Background: an optimization exercise with open tools, aiming at small area. Do not read the settings as production practice. Function was checked by simulation only, so behaviour that the tests miss may differ from the original. Power is estimated from default activity; no workload was simulated.

== north ==
==> flow/design.v (excerpt) <==
module top(reset, en, clock, ps2clk, ps2data, h_sync, v_sync, r, g, b);
Size: ~77 flip-flops, ~16 I/O pins, about 4100 µm² of cells after synthesis.
Settings: LEC_CHECK=0, CAP_MARGIN=20, CORE_MARGIN=2, CORE_UTILIZATION=40, SLEW_MARGIN=20; clock period 10.0 ns.
standard.sh (not shown) runs the stock make flow with config.mk's settings and CLKGATE_MAP_FILE= SYNTH_SCRIPT=/design/flow/synth_recipe.tcl, a recipe that flattens the netlist after the stock synthesis.
==> flow/flow/run.sh <==
#!/bin/bash
# Layout flow: the standard flow (standard.sh) with three changes.
#  - Synthesis is synth_recipe.tcl unchanged except that ABC maps the
#    combinational logic with an area-oriented script (area.abc) instead of
#    the speed script; registers are mapped exactly as in the standard flow.
#  - The ports get single-strength buffers (buf_1).
#  - The clock tree is built from clkbuf_8 cells, without dummy loads.
set -euo pipefail
here=$(pwd)
export AREA_ABC_SCRIPT="$here/flow/area.abc"
export FLOW_SYNTH_TCL="$here/synth_recipe.tcl"
export BUFFER_PORTS_ARGS="-buffer_cell sky130_fd_sc_hd__buf_1"
export CTS_ARGS="-sink_clustering_enable -repair_clock_nets -buf_list sky130_fd_sc_hd__clkbuf_8 -dont_use_dummy_load"
sed "s#SYNTH_SCRIPT=[^ ]*#SYNTH_SCRIPT=$here/flow/area_synth.tcl#" standard.sh > area_standard.sh
grep -q "SYNTH_SCRIPT=$here/flow/area_synth.tcl" area_standard.sh
bash area_standard.sh > standard.log 2>&1
==> flow/flow/area.abc <==
strash
&get -n
&deepsyn -J 200 -T 300
&put
dch -f
amap
==> flow/flow/area_synth.tcl <==
# synth_recipe.tcl with one change: the abc call uses the script in
# $AREA_ABC_SCRIPT (area-oriented) in place of ORFS's speed script.
proc abc {args} {
  set i [lsearch -exact $args -script]
  if { $i >= 0 } { lset args [expr {$i + 1}] $::env(AREA_ABC_SCRIPT) }
  yosys abc {*}$args
}
source $::env(FLOW_SYNTH_TCL)
Relative to north, the following input files were edited for south:
Settings: swapping 40 for 65 in CORE_UTILIZATION; putting CTS_BUF_LIST at sky130_fd_sc_hd__clkbuf_8 where nothing was set; putting CTS_CLUSTER_SIZE at 40 where nothing was set; putting CTS_CLUSTER_DIAMETER at 150 where nothing was set.
==> flow/run.sh (new file) <==
#!/bin/bash
# synth_recipe.tcl (not shown) runs the flow's synth.tcl, then flattens the netlist and writes it again
# the make line also repeats each setting of config.mk as NAME=value (left out here)
make -C /OpenROAD-flow-scripts/flow DESIGN_CONFIG=/design/flow/config.mk WORK_HOME=/design/flow/orfs CLKGATE_MAP_FILE= SYNTH_SCRIPT=/design/flow/synth_recipe.tcl finish
removed: flow/flow/run.sh
removed: flow/flow/area.abc
removed: flow/flow/area_synth.tcl
removed: flow/standard.sh
Findings:
Every stage of the flow completed for south, and the final layout passed the timing, design-rule and antenna checks.
Hold slack: south better than north
Side by side, met3 wire length turned out lower in south than in north.
Portion of total power attributed to sequential cells: south < north
Inputs modified between south and east:
Settings: removing CTS_CLUSTER_SIZE (formerly 40); removing CTS_BUF_LIST (formerly sky130_fd_sc_hd__clkbuf_8); removing CTS_CLUSTER_DIAMETER (formerly 150); changing CORE_UTILIZATION from 65 to 40.
==> flow/flow/run.sh (new file) <==
#!/bin/bash
# Layout flow: the standard flow (standard.sh) with three changes.
#  - Synthesis is synth_recipe.tcl unchanged except that ABC maps the
#    combinational logic with an area-oriented script (area.abc) instead of
#    the speed script; registers are mapped exactly as in the standard flow.
#  - The ports get single-strength buffers (buf_1).
#  - The clock tree is built from clkbuf_8 cells, without dummy loads.
set -euo pipefail
here=$(pwd)
export AREA_ABC_SCRIPT="$here/flow/area.abc"
export FLOW_SYNTH_TCL="$here/synth_recipe.tcl"
export BUFFER_PORTS_ARGS="-buffer_cell sky130_fd_sc_hd__buf_1"
export CTS_ARGS="-sink_clustering_enable -repair_clock_nets -buf_list sky130_fd_sc_hd__clkbuf_16 -dont_use_dummy_load"
sed "s#SYNTH_SCRIPT=[^ ]*#SYNTH_SCRIPT=$here/flow/area_synth.tcl#" standard.sh > area_standard.sh
grep -q "SYNTH_SCRIPT=$here/flow/area_synth.tcl" area_standard.sh
bash area_standard.sh > standard.log 2>&1
==> flow/flow/area.abc (new file) <==
strash
&get -n
&deepsyn -J 200 -T 300
&put
dch -f
amap
==> flow/flow/area_synth.tcl (new file) <==
# synth_recipe.tcl with one change: the abc call uses the script in
# $AREA_ABC_SCRIPT (area-oriented) in place of ORFS's speed script.
proc abc {args} {
  set i [lsearch -exact $args -script]
  if { $i >= 0 } { lset args [expr {$i + 1}] $::env(AREA_ABC_SCRIPT) }
  yosys abc {*}$args
}
source $::env(FLOW_SYNTH_TCL)
==> flow/standard.sh (new file) <==
#!/bin/bash
# synth_recipe.tcl (not shown) runs the flow's synth.tcl, then flattens the netlist and writes it again
# the make line also repeats each setting of config.mk as NAME=value (left out here)
make -C /OpenROAD-flow-scripts/flow DESIGN_CONFIG=/design/flow/config.mk WORK_HOME=/design/flow/orfs CLKGATE_MAP_FILE= SYNTH_SCRIPT=/design/flow/synth_recipe.tcl "${@:-finish}"
removed: flow/run.sh
[summary]
east — power 0.010 mW higher, south as reference. east vs. south: horizontal die dimension went up by about 23%. Compared with south, east shows critical path depth lower by 2. Higher area added between synthesis and finish goes to east over south. NOTE via count normalized by instance count south->east decreased by more than 10%. Diff south -> east: transition time of the tightest slew-check pin higher, worst slack at placement lower.
What west does differently from east at the input level:
Settings: CORE_UTILIZATION: 40 -> 65.
==> flow/flow/run.sh <==
#!/bin/bash
# Standard layout flow with single-strength port buffers, a clock tree
# built from clkbuf_8 cells without dummy loads, and downsizing of gates
# off the critical paths after global routing.
set -euo pipefail
export BUFFER_PORTS_ARGS="-buffer_cell sky130_fd_sc_hd__buf_1"
export CTS_ARGS="-sink_clustering_enable -repair_clock_nets -buf_list sky130_fd_sc_hd__clkbuf_8 -dont_use_dummy_load"
export RECOVER_POWER=100
bash standard.sh > standard.log 2>&1
removed: flow/flow/area.abc
removed: flow/flow/area_synth.tcl
==> summary.txt <==
Comparing east and west, the one run not ending clean was west. STATUS run=west STAGES=ALL_DONE FINAL_CHECKS=FAILED CAUSE=capacitance limit, slew limit. From east to west the numbers moved as follows: final core utilization went up, cell area went down, cell count went down, met3 wire length went down. In the tables for east and west, die outline area reads higher with east.
### west -> middle
Settings: swapping 65 for 40 in CORE_UTILIZATION.
==> flow/flow/run.sh <==
#!/bin/bash
# Standard layout flow with single-strength port buffers and a clock tree
# built from clkbuf_8 cells without dummy loads.
set -euo pipefail
export BUFFER_PORTS_ARGS="-buffer_cell sky130_fd_sc_hd__buf_1"
export CTS_ARGS="-sink_clustering_enable -repair_clock_nets -buf_list sky130_fd_sc_hd__clkbuf_8 -dont_use_dummy_load"
bash standard.sh > standard.log 2>&1
[summary]
- middle ended with every stage complete and zero timing, DRC or antenna violations.
- [compare] base=west new=middle: share of power burned in combinational logic higher; first-pass GRT wire length roughly the same; fraction of met3 tracks used by global routing lower; fmax higher; power roughly the same.
- The number of resized instances in the post-cts repair step was comparable across west and middle.
- Going from west to middle, the worst hold slack across all endpoints was found to have gone up by 9.1 ps.

==> port drivers added, routing unchanged <==
No port has a modelled driver above. Below, the same layouts with a new extraction and two added sets of constraints. Step 1 assumes that a clkbuf_16 drives the clock port and a buf_2 every other input. Step 2 times the ports against the registers' clock, not the clock port: input delays grow and output delays shrink by t, the midpoint of the rising clock arrivals with the driver on. a / b / c = ideal / step 1 / step 2; a / b = the first two.
| run | t, ns | setup slack, ns | clock arrival spread, ns | slew at the worst register clock pin (ns) |
|---|---|---|---|---|
| north | 0.372 | 2.475 / 2.444 / 2.817 | 0.027 / 0.027 | 0.09 / 0.09 |
| south | 0.379 | 2.513 / 2.483 / 2.862 | 0.013 / 0.012 | 0.10 / 0.10 |
| east | 0.360 | 2.383 / 2.347 / 2.708 | 0.022 / 0.021 | 0.07 / 0.07 |
| west | 0.368 | 2.794 / 2.764 / 3.132 | 0.030 / 0.030 | 0.09 / 0.09 |
| middle | 0.359 | 2.980 / 2.950 / 3.309 | 0.020 / 0.020 | 0.08 / 0.08 |
